This design comes from an exercise in tuning for a short achievable clock period and few clock cycles on the open sky130 flow, not from production work. RTL that was checked went through simulation tests only; none was proved equivalent to the original.

==> run a: inputs <==
==> flow/design.v <==
`timescale 1ns / 1ps
module cpu_wrapper(
    clk, rst, carry_in,
    imem_addr, imem_data,
    dmem_addr, dmem_we, dmem_wdata, dmem_rdata,
    io_out, halted
    );
    input clk; input rst;
    input carry_in;
    output wire [7:0] imem_addr;
    input wire [7:0] imem_data;
    output wire [7:0] dmem_addr;
    output wire dmem_we;
    output wire [7:0] dmem_wdata;
    input wire [7:0] dmem_rdata;
    output wire [7:0] io_out;
    output wire halted;
    reg [7:0] fa_q;      
    reg       dv_q;      
    reg [7:0] ir_q;      
    reg       ir_v;      
    reg [7:0] r0, r1, r2, r3;
    reg       z_q, c_q, n_q;
    reg [7:0] ret_q;
    reg [7:0] io_q;
    reg       ld_pend;   
    reg [1:0] ld_dst;
    reg       io_pend;   
    reg       ci_q;      
    wire [1:0] fd = ir_q[3:2];
    wire [1:0] fr = ir_q[1:0];
    wire op_alu2  = ~ir_q[7];                                    
    wire op_shift = (ir_q[7:4] == 4'b1000);
    wire op_neg   = (ir_q[7:4] == 4'b1001) & (ir_q[1:0] == 2'b00);
    wire op_ld    = (ir_q[7:4] == 4'b1001) & (ir_q[1:0] == 2'b11);
    wire op_wr    = (ir_q[7:4] == 4'b1010);
    wire op_rd    = (ir_q[7:4] == 4'b1011);
    wire op_jmp   = (ir_q[7:3] == 5'b11000);
    wire op_jcc   = (ir_q[7:3] == 5'b11001);
    wire op_call  = (ir_q[7:3] == 5'b11010);
    wire op_wrio  = (ir_q[7:4] == 4'b1110);
    wire op_brk   = (ir_q == 8'hFF);
    wire op_two   = op_ld | op_jmp | op_jcc | op_call;
    reg [7:0] rd_val, rr_val;
    always @(*) begin
        case (fd)
            2'd0: rd_val = r0; 2'd1: rd_val = r1; 2'd2: rd_val = r2; default: rd_val = r3;
        endcase
        case (fr)
            2'd0: rr_val = r0; 2'd1: rr_val = r1; 2'd2: rr_val = r2; default: rr_val = r3;
        endcase
    end
    wire uses_rd = op_alu2 | op_shift | op_neg | op_wr;
    wire uses_rr = op_alu2 | op_wr | op_rd | op_wrio;
    wire hazard  = ld_pend & ((uses_rd & (fd == ld_dst)) | (uses_rr & (fr == ld_dst)));
    wire exec  = ir_v & ~hazard & ~op_brk;
    wire stall = ir_v & (hazard | op_brk);
    wire       is_sub = ir_q[5];                  
    wire       use_ci = ir_q[4] & ci_q;           
    wire [7:0] b_op   = is_sub ? ~rr_val : rr_val;
    wire [8:0] sum    = {1'b0, rd_val} + {1'b0, b_op} + {8'b0, is_sub ^ use_ci};
    wire [15:0] prod  = rd_val * rr_val;
    wire [7:0] negv   = ~rd_val + 8'd1;
    reg [7:0] alu_y;
    reg       alu_c;
    always @(*) begin
        alu_c = c_q;
        alu_y = sum[7:0];
        if (op_alu2) begin
            case (ir_q[6:4])
                3'd0: alu_y = rd_val & rr_val;
                3'd1: alu_y = rd_val | rr_val;
                3'd2: alu_y = rd_val ^ rr_val;
                3'd3: begin alu_y = prod[7:0]; alu_c = prod[15]; end
                default: begin alu_y = sum[7:0]; alu_c = sum[8] ^ is_sub; end
            endcase
        end else if (op_shift) begin
            case (ir_q[1:0])
                2'd0: begin alu_y = {rd_val[6:0], 1'b0};   alu_c = rd_val[7]; end
                2'd1: begin alu_y = {rd_val[7], rd_val[7:1]}; alu_c = rd_val[0]; end
                2'd2: begin alu_y = {rd_val[6:0], ci_q};   alu_c = rd_val[7]; end
                default: begin alu_y = {ci_q, rd_val[7:1]}; alu_c = rd_val[0]; end
            endcase
        end else begin
            alu_y = negv;
            alu_c = ~negv[7] & ~rd_val[7];
        end
    end
    wire is_mult = op_alu2 & (ir_q[6:4] == 3'd3);
    wire alu_z   = is_mult ? ((rd_val == 8'd0) | (rr_val == 8'd0)) : (alu_y == 8'd0);
    wire alu_n   = is_mult ? n_q : alu_y[7];
    wire alu_we  = exec & (op_alu2 | op_shift | op_neg);
    wire taken = exec & (op_jmp | op_call |
                 (op_jcc & ((z_q & ir_q[1]) | (c_q & ir_q[2]) | (n_q & ir_q[0]))));
    wire accept   = dv_q & ~stall & ~(exec & op_two);
    wire early_ret = accept & (imem_data == 8'hD8);
    wire [7:0] fa_seq = fa_q + 8'd1;
    assign imem_addr = taken     ? imem_data :
                       stall     ? fa_q      :
                       early_ret ? ret_q     : fa_seq;
    assign dmem_addr  = rr_val;
    assign dmem_wdata = rd_val;
    assign dmem_we    = exec & op_wr;
    assign io_out     = io_q;
    assign halted     = ir_v & op_brk & ~io_pend;
    wire       ld_we = exec & op_ld;
    wire [7:0] wb_val = ld_we ? imem_data : alu_y;
    wire       wb_en  = alu_we | ld_we;
    always @(posedge clk or posedge rst) begin
        if (rst) begin
            fa_q <= 8'hFF; dv_q <= 1'b0;
            ir_q <= 8'h00; ir_v <= 1'b0;
            r0 <= 8'h00; r1 <= 8'h00; r2 <= 8'h00; r3 <= 8'h00;
            z_q <= 1'b0; c_q <= 1'b0; n_q <= 1'b0;
            ret_q <= 8'h00; io_q <= 8'h00;
            ld_pend <= 1'b0; ld_dst <= 2'd0; io_pend <= 1'b0;
            ci_q <= 1'b0;
        end else begin
            ci_q <= carry_in;
            fa_q <= imem_addr;
            dv_q <= stall ? dv_q : 1'b1;
            if (!stall) begin
                ir_q <= imem_data;
                ir_v <= accept;
            end
            if (exec & op_call) ret_q <= fa_seq;
            if (alu_we) begin
                z_q <= alu_z; n_q <= alu_n; c_q <= alu_c;
            end
            if (wb_en && fd == 2'd0) r0 <= wb_val; else if (ld_pend && ld_dst == 2'd0) r0 <= dmem_rdata;
            if (wb_en && fd == 2'd1) r1 <= wb_val; else if (ld_pend && ld_dst == 2'd1) r1 <= dmem_rdata;
            if (wb_en && fd == 2'd2) r2 <= wb_val; else if (ld_pend && ld_dst == 2'd2) r2 <= dmem_rdata;
            if (wb_en && fd == 2'd3) r3 <= wb_val; else if (ld_pend && ld_dst == 2'd3) r3 <= dmem_rdata;
            ld_pend <= exec & op_rd;
            ld_dst  <= fd;
            io_pend <= exec & op_wrio;
            if (io_pend) io_q <= dmem_rdata;
        end
    end
endmodule
==> flow/run.sh <==
#!/bin/bash
# synth_recipe.tcl (not shown) runs the flow's synth.tcl, then flattens the netlist and writes it again
# the make line also repeats each setting of config.mk as NAME=value (left out here)
make -C /OpenROAD-flow-scripts/flow DESIGN_CONFIG=/design/flow/config.mk WORK_HOME=/design/flow/orfs CLKGATE_MAP_FILE= SYNTH_SCRIPT=/design/flow/synth_recipe.tcl finish
==> flow/config.mk <==
export PLATFORM = sky130hd
export DESIGN_NAME = cpu_wrapper
export DESIGN_NICKNAME = cpu_wrapper
export VERILOG_FILES = /design/flow/design.v
export SDC_FILE = /design/flow/constraint.sdc
export NUM_CORES = 4
export LEC_CHECK = 0
export CAP_MARGIN = 20
export CORE_MARGIN = 2
export CORE_UTILIZATION = 40
export SLEW_MARGIN = 20
==> flow/constraint.sdc <==
create_clock -name core_clock -period 6.5 [get_ports {clk}]
set_input_delay 1.3000 -clock core_clock [delete_from_list [all_inputs] [get_ports {clk}]]
set_output_delay 1.3000 -clock core_clock [all_outputs]
set_load 0.01 [all_outputs]
==> inputs of run b, as changes to run a <==
==> flow/design.v, changed modules only <==
module cpu_wrapper(
    clk, rst, carry_in,
    imem_addr, imem_data,
    dmem_addr, dmem_we, dmem_wdata, dmem_rdata,
    io_out, halted
    );
    input clk; input rst;
    input carry_in;
    output wire [7:0] imem_addr;
    input wire [7:0] imem_data;
    output wire [7:0] dmem_addr;
    output wire dmem_we;
    output wire [7:0] dmem_wdata;
    input wire [7:0] dmem_rdata;
    output wire [7:0] io_out;
    output wire halted;
    reg [7:0] fa_q;      
    reg       dv_q;      
    reg [7:0] ir_q;      
    reg       ir_v;      
    reg [7:0] r0, r1, r2, r3;
    reg       z_q, c_q, n_q;
    reg [7:0] ret_q;
    reg [7:0] io_q;
    reg       ld_pend;   
    reg [1:0] ld_dst;
    reg       io_pend;   
    reg       ci_q;      
    reg  [15:0] mul_s, mul_c;
    reg         mul_z;
    reg         mul_ph;    
    wire [1:0] fd = ir_q[3:2];
    wire [1:0] fr = ir_q[1:0];
    wire op_alu2  = ~ir_q[7];                                    
    wire op_shift = (ir_q[7:4] == 4'b1000);
    wire op_neg   = (ir_q[7:4] == 4'b1001) & (ir_q[1:0] == 2'b00);
    wire op_ld    = (ir_q[7:4] == 4'b1001) & (ir_q[1:0] == 2'b11);
    wire op_wr    = (ir_q[7:4] == 4'b1010);
    wire op_rd    = (ir_q[7:4] == 4'b1011);
    wire op_jmp   = (ir_q[7:3] == 5'b11000);
    wire op_jcc   = (ir_q[7:3] == 5'b11001);
    wire op_call  = (ir_q[7:3] == 5'b11010);
    wire op_wrio  = (ir_q[7:4] == 4'b1110);
    wire op_brk   = (ir_q == 8'hFF);
    wire op_two   = op_ld | op_jmp | op_jcc | op_call;
    wire is_mult  = op_alu2 & (ir_q[6:4] == 3'd3);
    reg [7:0] rd_val, rr_val;
    always @(*) begin
        case (fd)
            2'd0: rd_val = r0; 2'd1: rd_val = r1; 2'd2: rd_val = r2; default: rd_val = r3;
        endcase
        case (fr)
            2'd0: rr_val = r0; 2'd1: rr_val = r1; 2'd2: rr_val = r2; default: rr_val = r3;
        endcase
    end
    wire uses_rd = op_alu2 | op_shift | op_neg | op_wr;
    wire uses_rr = op_alu2 | op_wr | op_rd | op_wrio;
    wire hazard  = (ld_pend & ((uses_rd & (fd == ld_dst)) | (uses_rr & (fr == ld_dst)))) |
                   (is_mult & ~mul_ph);
    wire exec  = ir_v & ~hazard & ~op_brk;
    wire stall = ir_v & (hazard | op_brk);
    wire       is_sub  = ir_q[5];                 
    wire       use_ci  = ir_q[4] & ci_q;          
    wire [7:0] b_op    = is_sub ? ~rr_val : rr_val;
    wire       cin     = is_sub ^ use_ci;
    wire [8:0] sum     = {1'b0, rd_val} + {1'b0, b_op} + {8'b0, cin};
    wire       sum_z   = ((rd_val ^ b_op) == {rd_val[6:0] | b_op[6:0], cin});
    wire [15:0] pp0 = rr_val[0] ? {8'b0, rd_val}       : 16'd0;
    wire [15:0] pp1 = rr_val[1] ? {7'b0, rd_val, 1'b0} : 16'd0;
    wire [15:0] pp2 = rr_val[2] ? {6'b0, rd_val, 2'b0} : 16'd0;
    wire [15:0] pp3 = rr_val[3] ? {5'b0, rd_val, 3'b0} : 16'd0;
    wire [15:0] pp4 = rr_val[4] ? {4'b0, rd_val, 4'b0} : 16'd0;
    wire [15:0] pp5 = rr_val[5] ? {3'b0, rd_val, 5'b0} : 16'd0;
    wire [15:0] pp6 = rr_val[6] ? {2'b0, rd_val, 6'b0} : 16'd0;
    wire [15:0] pp7 = rr_val[7] ? {1'b0, rd_val, 7'b0} : 16'd0;
    wire [15:0] s1a = pp0 ^ pp1 ^ pp2, c1a = ((pp0 & pp1) | (pp0 & pp2) | (pp1 & pp2)) << 1;
    wire [15:0] s1b = pp3 ^ pp4 ^ pp5, c1b = ((pp3 & pp4) | (pp3 & pp5) | (pp4 & pp5)) << 1;
    wire [15:0] s2a = s1a ^ c1a ^ s1b, c2a = ((s1a & c1a) | (s1a & s1b) | (c1a & s1b)) << 1;
    wire [15:0] s2b = c1b ^ pp6 ^ pp7, c2b = ((c1b & pp6) | (c1b & pp7) | (pp6 & pp7)) << 1;
    wire [15:0] s3  = s2a ^ c2a ^ s2b, c3  = ((s2a & c2a) | (s2a & s2b) | (c2a & s2b)) << 1;
    wire [15:0] s4  = s3 ^ c3 ^ c2b,   c4  = ((s3 & c3) | (s3 & c2b) | (c3 & c2b)) << 1;
    wire [15:0] prod = mul_s + mul_c;
    reg [7:0] alu_y;
    reg       alu_c;
    reg       alu_z;
    always @(*) begin
        alu_c = c_q;
        alu_y = sum[7:0];
        alu_z = sum_z;
        if (op_alu2) begin
            case (ir_q[6:4])
                3'd0: begin alu_y = rd_val & rr_val; alu_z = ((rd_val & rr_val) == 8'd0); end
                3'd1: begin alu_y = rd_val | rr_val; alu_z = ((rd_val | rr_val) == 8'd0); end
                3'd2: begin alu_y = rd_val ^ rr_val; alu_z = (rd_val == rr_val); end
                3'd3: begin alu_y = prod[7:0]; alu_c = prod[15]; alu_z = mul_z; end
                default: begin alu_y = sum[7:0]; alu_c = sum[8] ^ is_sub; alu_z = sum_z; end
            endcase
        end else if (op_shift) begin
            case (ir_q[1:0])
                2'd0: begin alu_y = {rd_val[6:0], 1'b0};      alu_c = rd_val[7]; alu_z = (rd_val[6:0] == 7'd0); end
                2'd1: begin alu_y = {rd_val[7], rd_val[7:1]}; alu_c = rd_val[0]; alu_z = (rd_val[7:1] == 7'd0); end
                2'd2: begin alu_y = {rd_val[6:0], ci_q};      alu_c = rd_val[7]; alu_z = (rd_val[6:0] == 7'd0) & ~ci_q; end
                default: begin alu_y = {ci_q, rd_val[7:1]};   alu_c = rd_val[0]; alu_z = (rd_val[7:1] == 7'd0) & ~ci_q; end
            endcase
        end else begin
            alu_y = ~rd_val + 8'd1;
            alu_c = ~alu_y[7] & ~rd_val[7];
            alu_z = (rd_val == 8'd0);
        end
    end
    wire alu_n   = is_mult ? n_q : alu_y[7];
    wire alu_we  = exec & (op_alu2 | op_shift | op_neg);
    wire taken = exec & (op_jmp | op_call |
                 (op_jcc & ((z_q & ir_q[1]) | (c_q & ir_q[2]) | (n_q & ir_q[0]))));
    wire accept   = dv_q & ~stall & ~(exec & op_two);
    wire early_ret = accept & (imem_data == 8'hD8);
    wire [7:0] fa_seq = fa_q + 8'd1;
    assign imem_addr = taken     ? imem_data :
                       stall     ? fa_q      :
                       early_ret ? ret_q     : fa_seq;
    assign dmem_addr  = rr_val;
    assign dmem_wdata = rd_val;
    assign dmem_we    = exec & op_wr;
    assign io_out     = io_q;
    assign halted     = ir_v & op_brk & ~io_pend;
    wire       ld_we = exec & op_ld;
    wire [7:0] wb_val = ld_we ? imem_data : alu_y;
    wire       wb_en  = alu_we | ld_we;
    always @(posedge clk or posedge rst) begin
        if (rst) begin
            fa_q <= 8'hFF; dv_q <= 1'b0;
            ir_q <= 8'h00; ir_v <= 1'b0;
            r0 <= 8'h00; r1 <= 8'h00; r2 <= 8'h00; r3 <= 8'h00;
            z_q <= 1'b0; c_q <= 1'b0; n_q <= 1'b0;
            ret_q <= 8'h00; io_q <= 8'h00;
            ld_pend <= 1'b0; ld_dst <= 2'd0; io_pend <= 1'b0;
            ci_q <= 1'b0;
            mul_s <= 16'd0; mul_c <= 16'd0; mul_z <= 1'b0; mul_ph <= 1'b0;
        end else begin
            mul_s <= s4; mul_c <= c4; mul_z <= (rd_val == 8'd0) | (rr_val == 8'd0);
            mul_ph <= ir_v & is_mult & ~mul_ph & ~(ld_pend & ((fd == ld_dst) | (fr == ld_dst)));
            ci_q <= carry_in;
            fa_q <= imem_addr;
            dv_q <= stall ? dv_q : 1'b1;
            if (!stall) begin
                ir_q <= imem_data;
                ir_v <= accept;
            end
            if (exec & op_call) ret_q <= fa_seq;
            if (alu_we) begin
                z_q <= alu_z; n_q <= alu_n; c_q <= alu_c;
            end
            if (wb_en && fd == 2'd0) r0 <= wb_val; else if (ld_pend && ld_dst == 2'd0) r0 <= dmem_rdata;
            if (wb_en && fd == 2'd1) r1 <= wb_val; else if (ld_pend && ld_dst == 2'd1) r1 <= dmem_rdata;
            if (wb_en && fd == 2'd2) r2 <= wb_val; else if (ld_pend && ld_dst == 2'd2) r2 <= dmem_rdata;
            if (wb_en && fd == 2'd3) r3 <= wb_val; else if (ld_pend && ld_dst == 2'd3) r3 <= dmem_rdata;
            ld_pend <= exec & op_rd;
            ld_dst  <= fd;
            io_pend <= exec & op_wrio;
            if (io_pend) io_q <= dmem_rdata;
        end
    end
endmodule
--- a/flow/config.mk
+++ b/flow/config.mk
@@ -7,2 +7,3 @@
 export LEC_CHECK = 0
+export ABC_CLOCK_PERIOD_IN_PS = 4000
 export CAP_MARGIN = 20
@@ -10,2 +11,3 @@
 export CORE_UTILIZATION = 40
+export SETUP_SLACK_MARGIN = 2.5
 export SLEW_MARGIN = 20
==> inputs of run c, as changes to run a <==
==> flow/design.v, changed modules only <==
module cpu_wrapper(
    clk, rst, carry_in,
    imem_addr, imem_data,
    dmem_addr, dmem_we, dmem_wdata, dmem_rdata,
    io_out, halted
    );
    input clk; input rst;
    input carry_in;
    output wire [7:0] imem_addr;
    input wire [7:0] imem_data;
    output wire [7:0] dmem_addr;
    output wire dmem_we;
    output wire [7:0] dmem_wdata;
    input wire [7:0] dmem_rdata;
    output wire [7:0] io_out;
    output wire halted;
    reg [7:0] fa_q;      
    reg       dv_q;      
    reg [7:0] ir_q;      
    reg       ir_v;      
    reg [7:0] r0, r1, r2, r3;
    reg       z_q, c_q, n_q;
    reg [7:0] ret_q;
    reg [7:0] io_q;
    reg       ld_pend;   
    reg [1:0] ld_dst;
    reg       io_pend;   
    reg       ci_q;      
    reg  [15:0] mul_s, mul_c;
    reg         mul_z;
    reg         mul_ph;    
    wire [1:0] fd = ir_q[3:2];
    wire [1:0] fr = ir_q[1:0];
    wire op_alu2  = ~ir_q[7];                                    
    wire op_shift = (ir_q[7:4] == 4'b1000);
    wire op_neg   = (ir_q[7:4] == 4'b1001) & (ir_q[1:0] == 2'b00);
    wire op_ld    = (ir_q[7:4] == 4'b1001) & (ir_q[1:0] == 2'b11);
    wire op_wr    = (ir_q[7:4] == 4'b1010);
    wire op_rd    = (ir_q[7:4] == 4'b1011);
    wire op_jmp   = (ir_q[7:3] == 5'b11000);
    wire op_jcc   = (ir_q[7:3] == 5'b11001);
    wire op_call  = (ir_q[7:3] == 5'b11010);
    wire op_wrio  = (ir_q[7:4] == 4'b1110);
    wire op_brk   = (ir_q == 8'hFF);
    wire op_two   = op_ld | op_jmp | op_jcc | op_call;
    wire is_mult  = op_alu2 & (ir_q[6:4] == 3'd3);
    reg [7:0] rd_val, rr_val;
    always @(*) begin
        case (fd)
            2'd0: rd_val = r0; 2'd1: rd_val = r1; 2'd2: rd_val = r2; default: rd_val = r3;
        endcase
        case (fr)
            2'd0: rr_val = r0; 2'd1: rr_val = r1; 2'd2: rr_val = r2; default: rr_val = r3;
        endcase
    end
    wire uses_rd = op_alu2 | op_shift | op_neg | op_wr;
    wire uses_rr = op_alu2 | op_wr | op_rd | op_wrio;
    wire hazard  = (ld_pend & ((uses_rd & (fd == ld_dst)) | (uses_rr & (fr == ld_dst)))) |
                   (is_mult & ~mul_ph);
    wire exec  = ir_v & ~hazard & ~op_brk;
    wire stall = ir_v & (hazard | op_brk);
    wire       is_sub  = ir_q[5];                 
    wire       use_ci  = ir_q[4] & ci_q;          
    wire [7:0] b_op    = is_sub ? ~rr_val : rr_val;
    wire       cin     = is_sub ^ use_ci;
    wire [8:0] sum     = {1'b0, rd_val} + {1'b0, b_op} + {8'b0, cin};
    wire       sum_z   = ((rd_val ^ b_op) == {rd_val[6:0] | b_op[6:0], cin});
    wire [15:0] pp0 = rr_val[0] ? {8'b0, rd_val}       : 16'd0;
    wire [15:0] pp1 = rr_val[1] ? {7'b0, rd_val, 1'b0} : 16'd0;
    wire [15:0] pp2 = rr_val[2] ? {6'b0, rd_val, 2'b0} : 16'd0;
    wire [15:0] pp3 = rr_val[3] ? {5'b0, rd_val, 3'b0} : 16'd0;
    wire [15:0] pp4 = rr_val[4] ? {4'b0, rd_val, 4'b0} : 16'd0;
    wire [15:0] pp5 = rr_val[5] ? {3'b0, rd_val, 5'b0} : 16'd0;
    wire [15:0] pp6 = rr_val[6] ? {2'b0, rd_val, 6'b0} : 16'd0;
    wire [15:0] pp7 = rr_val[7] ? {1'b0, rd_val, 7'b0} : 16'd0;
    wire [15:0] s1a = pp0 ^ pp1 ^ pp2, c1a = ((pp0 & pp1) | (pp0 & pp2) | (pp1 & pp2)) << 1;
    wire [15:0] s1b = pp3 ^ pp4 ^ pp5, c1b = ((pp3 & pp4) | (pp3 & pp5) | (pp4 & pp5)) << 1;
    wire [15:0] s2a = s1a ^ c1a ^ s1b, c2a = ((s1a & c1a) | (s1a & s1b) | (c1a & s1b)) << 1;
    wire [15:0] s2b = c1b ^ pp6 ^ pp7, c2b = ((c1b & pp6) | (c1b & pp7) | (pp6 & pp7)) << 1;
    wire [15:0] s3  = s2a ^ c2a ^ s2b, c3  = ((s2a & c2a) | (s2a & s2b) | (c2a & s2b)) << 1;
    wire [15:0] s4  = s3 ^ c3 ^ c2b,   c4  = ((s3 & c3) | (s3 & c2b) | (c3 & c2b)) << 1;
    wire [15:0] prod = mul_s + mul_c;
    reg [7:0] alu_y;
    reg       alu_c;
    reg       alu_z;
    always @(*) begin
        alu_c = c_q;
        alu_y = sum[7:0];
        alu_z = sum_z;
        if (op_alu2) begin
            case (ir_q[6:4])
                3'd0: begin alu_y = rd_val & rr_val; alu_z = ((rd_val & rr_val) == 8'd0); end
                3'd1: begin alu_y = rd_val | rr_val; alu_z = ((rd_val | rr_val) == 8'd0); end
                3'd2: begin alu_y = rd_val ^ rr_val; alu_z = (rd_val == rr_val); end
                3'd3: begin alu_y = prod[7:0]; alu_c = prod[15]; alu_z = mul_z; end
                default: begin alu_y = sum[7:0]; alu_c = sum[8] ^ is_sub; alu_z = sum_z; end
            endcase
        end else if (op_shift) begin
            case (ir_q[1:0])
                2'd0: begin alu_y = {rd_val[6:0], 1'b0};      alu_c = rd_val[7]; alu_z = (rd_val[6:0] == 7'd0); end
                2'd1: begin alu_y = {rd_val[7], rd_val[7:1]}; alu_c = rd_val[0]; alu_z = (rd_val[7:1] == 7'd0); end
                2'd2: begin alu_y = {rd_val[6:0], ci_q};      alu_c = rd_val[7]; alu_z = (rd_val[6:0] == 7'd0) & ~ci_q; end
                default: begin alu_y = {ci_q, rd_val[7:1]};   alu_c = rd_val[0]; alu_z = (rd_val[7:1] == 7'd0) & ~ci_q; end
            endcase
        end else begin
            alu_y = ~rd_val + 8'd1;
            alu_c = ~alu_y[7] & ~rd_val[7];
            alu_z = (rd_val == 8'd0);
        end
    end
    wire alu_n   = is_mult ? n_q : alu_y[7];
    wire alu_we  = exec & (op_alu2 | op_shift | op_neg);
    wire taken = exec & (op_jmp | op_call |
                 (op_jcc & ((z_q & ir_q[1]) | (c_q & ir_q[2]) | (n_q & ir_q[0]))));
    wire accept   = dv_q & ~stall & ~(exec & op_two);
    wire early_ret = accept & (imem_data == 8'hD8);
    wire [7:0] fa_seq = fa_q + 8'd1;
    assign imem_addr = taken     ? imem_data :
                       stall     ? fa_q      :
                       early_ret ? ret_q     : fa_seq;
    assign dmem_addr  = rr_val;
    assign dmem_wdata = rd_val;
    assign dmem_we    = exec & op_wr;
    assign io_out     = io_q;
    assign halted     = ir_v & op_brk & ~io_pend;
    wire       ld_we = exec & op_ld;
    wire [7:0] wb_val = ld_we ? imem_data : alu_y;
    wire       wb_en  = alu_we | ld_we;
    always @(posedge clk or posedge rst) begin
        if (rst) begin
            fa_q <= 8'hFF; dv_q <= 1'b0;
            ir_q <= 8'h00; ir_v <= 1'b0;
            r0 <= 8'h00; r1 <= 8'h00; r2 <= 8'h00; r3 <= 8'h00;
            z_q <= 1'b0; c_q <= 1'b0; n_q <= 1'b0;
            ret_q <= 8'h00; io_q <= 8'h00;
            ld_pend <= 1'b0; ld_dst <= 2'd0; io_pend <= 1'b0;
            ci_q <= 1'b0;
            mul_s <= 16'd0; mul_c <= 16'd0; mul_z <= 1'b0; mul_ph <= 1'b0;
        end else begin
            mul_s <= s4; mul_c <= c4; mul_z <= (rd_val == 8'd0) | (rr_val == 8'd0);
            mul_ph <= ir_v & is_mult & ~mul_ph & ~(ld_pend & ((fd == ld_dst) | (fr == ld_dst)));
            ci_q <= carry_in;
            fa_q <= imem_addr;
            dv_q <= stall ? dv_q : 1'b1;
            if (!stall) begin
                ir_q <= imem_data;
                ir_v <= accept;
            end
            if (exec & op_call) ret_q <= fa_seq;
            if (alu_we) begin
                z_q <= alu_z; n_q <= alu_n; c_q <= alu_c;
            end
            if (wb_en && fd == 2'd0) r0 <= wb_val; else if (ld_pend && ld_dst == 2'd0) r0 <= dmem_rdata;
            if (wb_en && fd == 2'd1) r1 <= wb_val; else if (ld_pend && ld_dst == 2'd1) r1 <= dmem_rdata;
            if (wb_en && fd == 2'd2) r2 <= wb_val; else if (ld_pend && ld_dst == 2'd2) r2 <= dmem_rdata;
            if (wb_en && fd == 2'd3) r3 <= wb_val; else if (ld_pend && ld_dst == 2'd3) r3 <= dmem_rdata;
            ld_pend <= exec & op_rd;
            ld_dst  <= fd;
            io_pend <= exec & op_wrio;
            if (io_pend) io_q <= dmem_rdata;
        end
    end
endmodule
--- a/flow/config.mk
+++ b/flow/config.mk
@@ -7,2 +7,3 @@
 export LEC_CHECK = 0
+export ABC_CLOCK_PERIOD_IN_PS = 3000
 export CAP_MARGIN = 20
@@ -10,2 +11,3 @@
 export CORE_UTILIZATION = 40
+export SETUP_SLACK_MARGIN = 3.5
 export SLEW_MARGIN = 20
==> summary.txt <==
The highest utilization belongs to run c, the lowest to run a. Between run b and run a, the lower setup slack is in run a (gap 1400 ps). Register-to-register slack: run a is worse than run b (2000 ps). Critical path depth: run c is lower than run a (6). The highest maximum frequency belongs to run b, the lowest to run a. Wire length: run a < run b < run c. Sequential share of layout area: run c < run a < run b. Against run a, the synthesized cell count of run b is higher by about 8%. The lowest clock skew belongs to run a, the highest to run c. Against run a, the die area of run c is higher by 13%.
==> figures <==
	run a	run c	run b
Final design area excluding fillers	8390 um2	11,700 um2	9760 um2
Crit path DAT	6120 ps	3260 ps	3140 ps
Minimum period implied by the final worst setup slack	5870 ps	4560 ps	4440 ps
Critical path capture point type	register	primary output	primary output
Post-DP Area	8030 um2	9230 um2	9030 um2
Count of cell instances traversed by the critical path	15	9	9
Floorplan core area	18,000 um2	20,300 um2	20,300 um2
Outcome	timing/DRC/antenna clean	timing/DRC/antenna clean	timing/DRC/antenna clean
Commonest non-fill, non-tap cell in the layout	sky130_fd_sc_hd__inv_1	sky130_fd_sc_hd__dfrtp_1	-
Post-layout util	46.7%	57.6%	48.1%
Flip-flop count of the largest register after layout	-	15	15
Mux share of post-synthesis cell area	19.6%	18.0%	18.0%
TritonCTS Sinks	74	102	102
Kind of start point of the critical path	register	primary input	primary input
Top cell type's share of synthesized area	22.5%	28.3%	28.3%
Startpoint of the tightest hold check path	ret_q[7]$_DFFE_PP0P_	mul_ph$_DFF_PP0_	mul_ph$_DFF_PP0_
Share of synthesized area occupied by flip-flops and latches	25.4%	30.9%	30.9%
Area taken by flip-flops and latches	1860 um2	2580 um2	2580 um2
Filler cell count in the final layout	1,753	1,693	1,941
Post_cts resized	0	277	77
Testbench counts of run a, summed over its fixed seeds: cycles 19,247.
Function not checked in run b and run c: the RTL went through the layout flow alone.

[separate check: timing with driven ports]
Ports are ideal in the flow. The routed layouts listed here were re-timed in OpenROAD. Step 1 sets driving cells, clkbuf_16 on the clock port and buf_2 on the other inputs (assumed; they add their load-dependent delay and slew). Step 2 times the ports against the registers' clock, not the clock port: input delays grow and output delays shrink by t, the midpoint of the rising clock arrivals with the driver on. Slacks: ideal ports / drivers / drivers and shift; pairs: ideal ports / drivers.
run | t (ns) | slack for setup (ns) | hold slack, ns | worst setup path at the end | clock arrival spread, ns
run a | 0.377 | 0.635 / 0.635 / 0.635 | 0.494 / 0.494 / 0.494 | register to register | 0.006 / 0.006
run b | 0.405 | 2.056 / 2.017 / 2.017 | 0.461 / 0.461 / 0.461 | input to output | 0.013 / 0.013
run c | 0.419 | 1.936 / 1.912 / 1.912 | 0.491 / 0.491 / 0.491 | input to output | 0.013 / 0.013
After both steps setup and hold are still met in every run listed. The setup slack of run b, which loses most, moves by -0.039 ns with the drivers and by -0.039 ns with both steps.
